What follows belongs to an exercise in optimizing a design on an open flow for small area, a short achievable clock period and few clock cycles; a production flow would make more cautious choices.
In this exercise RTL edits were held to simulation tests only and were not proved equivalent to the original.

== job 7393 ==
## calc_ops
module calc_ops (
    input           clk,
    input           rst,
    input  [47:0]   add_a,
    input           add_empty,
    output          add_rden,
    output [47:0]   add_c,
    output          add_wren,
    input  [47:0]   shl_a,
    input           shl_empty,
    output          shl_rden,
    output [47:0]   shl_c,
    output          shl_wren,
    input  [47:0]   mul_a,
    input           mul_empty,
    output          mul_rden,
    output [47:0]   mul_c,
    output          mul_wren
);
export LEC_CHECK = 0
export CAP_MARGIN = 20
export CORE_MARGIN = 2
export CORE_UTILIZATION = 40
export SLEW_MARGIN = 20
create_clock -name core_clock -period 11.0 [get_ports {clk}]
standard.sh (not shown) runs the stock make flow with config.mk's settings and CLKGATE_MAP_FILE= SYNTH_SCRIPT=/design/flow/synth_recipe.tcl, a recipe that flattens the netlist after the stock synthesis.
==> flow/flow/run.sh <==
#!/bin/bash
# Own layout flow: the standard ORFS flow, with the port buffers made of
# sky130_fd_sc_hd__buf_2 and timing repair aimed below the clock period (the
# SDC and the clock period are unchanged).  make's full output goes to
# flow_make.log; ORFS keeps each step's log under orfs/logs.
set -euo pipefail
MARGIN=${MARGIN:-7.5}
bash standard.sh \
  "BUFFER_PORTS_ARGS=-buffer_cell sky130_fd_sc_hd__buf_2" \
  "SETUP_SLACK_MARGIN=$MARGIN" \
  finish > flow_make.log 2>&1
Testbench counts of job 7393, summed over its fixed seeds: cycles 13,821.
### job 7393 -> job 9297
-- flow/flow/run.sh --
<<< job 7393, line 5
# flow_make.log; ORFS keeps each step's log under orfs/logs.
set -euo pipefail
MARGIN=${MARGIN:-7.5}
bash standard.sh \
  "BUFFER_PORTS_ARGS=-buffer_cell sky130_fd_sc_hd__buf_2" \
>>> job 9297, line 5
# flow_make.log; ORFS keeps each step's log under orfs/logs.
set -euo pipefail
MARGIN=${MARGIN:-8.0}
bash standard.sh \
  "BUFFER_PORTS_ARGS=-buffer_cell sky130_fd_sc_hd__buf_2" \
Notes after the runs:
- Job 9297 ran to completion and came out clean on the timing, design-rule and antenna checks.
- Job 9297: global routing usage on met2 higher than job 7393
- From job 7393 to job 9297 the numbers moved as follows: time the worst path needs with I/O delays and setup fell by 0.23 ns; setup slack rose by 0.23 ns; number of endpoints with negative hold slack in the final report flat; path depth of the worst reg2reg path climbed 3.
- Delta (job 9297 minus job 7393): post-detailed-route count of antenna-violating nets shows no meaningful change, number of clock buffers in the layout shows a reduction of about 10%, design area shows an increase of 17%, final period utilization shows a reduction of 2.1 points.
> inputs changed (job 9297 -> job 8932)
- an added CTS_BUF_LIST of sky130_fd_sc_hd__clkbuf_8
==> flow/flow/run.sh <==
#!/bin/bash
# Own layout flow: the standard ORFS flow, with the port buffers made of
# sky130_fd_sc_hd__buf_2 and timing repair aimed below the clock period (the
# SDC and the clock period are unchanged).  make's full output goes to
# flow_make.log; ORFS keeps each step's log under orfs/logs.
set -euo pipefail
MARGIN=${MARGIN:-7.5}
bash standard.sh \
  "BUFFER_PORTS_ARGS=-buffer_cell sky130_fd_sc_hd__buf_1" \
  "SETUP_SLACK_MARGIN=$MARGIN" \
  finish > flow_make.log 2>&1
==> results.txt <==
- Job 8932: all stages complete, timing, DRC and antenna checks passed
- Every stage of the flow completed for job 9297, and the final layout passed the timing, design-rule and antenna checks.
- Cmp job 8932 vs job 9297: layout filler cell count higher in job 8932
- Job 8932 vs job 9297: routed wire length down by more than 10%
- In terms of synthesized area, job 8932 and job 9297 differ only marginally.
- Area growth from synthesis to final layout (higher): job 9297
- Job 8932 vs job 9297 — number of cells on the worst reg-to-reg path dropped 5.
- Compared with job 9297, job 8932 shows a sequential share of cell area that is 3.1 points higher.
- | x dimension of the die | job 9297 vs job 8932 | ≈ equal |
- Compared with job 9297, placement density in the core of job 8932 is lower.

run 1:
Another version of the RTL of calc_ops (not shown whole).
For scale: about 300 I/O pins, about 26000 um^2 of cells after synthesis.
Settings: LEC_CHECK=0, CAP_MARGIN=20, CORE_MARGIN=2, CORE_UTILIZATION=40, SLEW_MARGIN=20; clock period 11.0 ns.
==> flow/flow/run.sh <==
#!/bin/bash
# Own layout flow: the standard ORFS flow, with the port buffers made of
# sky130_fd_sc_hd__buf_1, a clock tree of fewer, larger leaf clusters and
# timing repair aimed below the clock period (the SDC and the clock period
# are unchanged).  make's full output goes to flow_make.log; ORFS keeps each
# step's log under orfs/logs.
set -euo pipefail
MARGIN=${MARGIN:-7.75}
bash standard.sh \
  "BUFFER_PORTS_ARGS=-buffer_cell sky130_fd_sc_hd__buf_1" \
  "CTS_ARGS=-sink_clustering_enable -repair_clock_nets -sink_clustering_size 20 -sink_clustering_max_diameter 80 -buf_list sky130_fd_sc_hd__clkbuf_16 -dont_use_dummy_load" \
  "SETUP_SLACK_MARGIN=$MARGIN" \
  finish > flow_make.log 2>&1
Testbench counts of run 1, summed over its fixed seeds: cycles 13,821.
Modified inputs, run 2 compared to run 1
Settings: CORE_UTILIZATION now 60, was 40; TNS_END_PERCENT now 0, previously not set; ABC_CLOCK_PERIOD_IN_PS now 2800, previously not set.
--- a/flow/flow/run.sh
+++ b/flow/flow/run.sh
@@ -7,3 +7,3 @@
 set -euo pipefail
-MARGIN=${MARGIN:-7.75}
+MARGIN=${MARGIN:-8.0}
 bash standard.sh \
### Flow results
Run 2 reports its worst setup path endpoint as acc[47] while run 1 reports acc[30].
Run 2 — final period demand of the worst path 0.028 ns lower, run 1 as reference
Run 2 ends up with a violation count after the first detailed-routing iteration that is 1046 higher than in run 1.
~same mux share of post-synthesis cell area in run 1 and run 2
In run 2 the global-route usage turned out 14 points higher than in run 1.
The insertion delay of the later-clocked pin in the worst-skew pair number comes out higher for run 1 vs run 2.
Result for run 1 and run 2: all clean
> inputs changed (run 2 -> run 3)
Settings: ABC_CLOCK_PERIOD_IN_PS no longer set, was 2800; CORE_UTILIZATION now 40, was 60; CTS_BUF_LIST now sky130_fd_sc_hd__clkbuf_8, previously not set.
==> flow/flow/run.sh <==
#!/bin/bash
# Own layout flow: the standard ORFS flow, with the port buffers made of
# sky130_fd_sc_hd__buf_1 and timing repair aimed below the clock period (the
# SDC and the clock period are unchanged).  make's full output goes to
# flow_make.log; ORFS keeps each step's log under orfs/logs.
set -euo pipefail
MARGIN=${MARGIN:-8.0}
bash standard.sh \
  "BUFFER_PORTS_ARGS=-buffer_cell sky130_fd_sc_hd__buf_1" \
  "SETUP_SLACK_MARGIN=$MARGIN" \
  finish > flow_make.log 2>&1
==> results.txt <==
Compared with run 2, maximum clock rate in run 3 decreased slightly.
Diff run 2 -> run 3: clock-cell share of area up 2.1 points.
On number of DRC violations after detailed-routing iteration 0: between run 2 and run 3, it ends up lower for run 3.
Summary of run 3 over run 2: setup slack now sits lower, met2 wirelength from detailed routing has increased.
Wire length per cell after detailed routing came out higher on run 3 than on run 2.
On run 3: routed wire length is 12% higher than what run 2 gave.
edfxtp_1 as the standard cell with the maximum stage delay on the critical path was reported by run 2, and buf_4 by run 3.
Modified inputs, run 4 compared to run 3
Settings: ABC_AREA: unset -> 1; CTS_BUF_LIST: sky130_fd_sc_hd__clkbuf_8 -> unset.
==> flow/flow/run.sh <==
#!/bin/bash
# Own layout flow: the standard ORFS flow, with the port buffers made of
# sky130_fd_sc_hd__buf_1, a clock tree of fewer, larger leaf clusters and
# timing repair aimed below the clock period (the SDC and the clock period
# are unchanged).  make's full output goes to flow_make.log; ORFS keeps each
# step's log under orfs/logs.
set -euo pipefail
MARGIN=${MARGIN:-8.0}
bash standard.sh \
  "BUFFER_PORTS_ARGS=-buffer_cell sky130_fd_sc_hd__buf_1" \
  "CTS_ARGS=-sink_clustering_enable -repair_clock_nets -sink_clustering_size 20 -sink_clustering_max_diameter 80 -buf_list sky130_fd_sc_hd__clkbuf_16 -dont_use_dummy_load" \
  "SETUP_SLACK_MARGIN=$MARGIN" \
  finish > flow_make.log 2>&1
==> comparison <==
- [compare] base=run 3 new=run 4: hold path depth now sits higher, cell count now sits higher.
- On number of DRC markers in iteration 0, the lower figure sits with run 3, not run 4.
- Run comparison: run 4 main combinational cell family by area after synthesis simple AND/OR/NAND/NOR gates; run 3 main combinational cell family by area after synthesis compound AO/OA/AOI/OAI gates
- Diff run 3 -> run 4: horizontal die dimension has increased.
- The setup slack after layout of run 4 exceeds that of run 3 by 0.16 ns.
- Diff run 3 -> run 4: final critical-path required period dropped 0.16 ns, via count climbed 4237.
[inputs] run 5 vs run 4
Settings: removing ABC_AREA (formerly 1).
Findings:
Having completed the whole flow, run 5 delivered a layout that passed the timing, design-rule and antenna checks.
Cmp run 5 and run 4 / sequential share of layout area / lower: run 4
[diff] minimum setup slack in the final design, run 5 relative to run 4: regression
The setup slack of the worst register-to-register path of run 5 falls short of that of run 4 by 0.13 ns.
nand2_1 as the leading cell type in the layout, fill and taps excluded was reported by run 4, and nor2_1 by run 5.
When run 5 is measured against run 4, its fraction of area in multi-input gates turns out 2.0 points higher.

==> port drivers added, routing unchanged <==
The flow's constraints put no driver on any port. The routed layouts listed below were extracted and timed again, unchanged, in two steps.
Step 1: set_driving_cell puts a clkbuf_16 on clk and a buf_2 on each other input, an assumption about the parent block.
Step 2 adds t to the input delays and takes it off the output delays; t is the mean of the earliest and latest rising clock arrival at the registers after step 1. Input paths then give back, and output paths get back, about the clock's delay inside the block.
Slacks: ideal / step 1 / step 2; pairs: ideal / step 1.
| run | shift t [ns] | setup WS [ns] | clock arrival spread, ns |
|---|---|---|---|
| job 7393 | 0.625 | 7.420 / 7.420 / 7.161 | 0.027 / 0.027 |
| job 9297 | 0.631 | 7.647 / 7.588 / 7.438 | 0.034 / 0.034 |
| job 8932 | 0.758 | 7.487 / 7.458 / 6.947 | 0.054 / 0.054 |
| run 1 | 0.645 | 7.547 / 7.547 / 7.132 | 0.073 / 0.073 |
| run 2 | 0.613 | 7.575 / 7.575 / 7.003 | 0.061 / 0.061 |
| run 3 | 0.748 | 7.537 / 7.475 / 6.887 | 0.031 / 0.031 |
| run 4 | 0.620 | 7.699 / 7.650 / 7.221 | 0.041 / 0.042 |
| run 5 | 0.641 | 7.573 / 7.559 / 7.039 | 0.055 / 0.055 |
After both steps setup and hold are still met in every run listed. The setup slack of run 3, which loses most, moves by -0.062 ns with the drivers and by -0.650 ns with both steps.
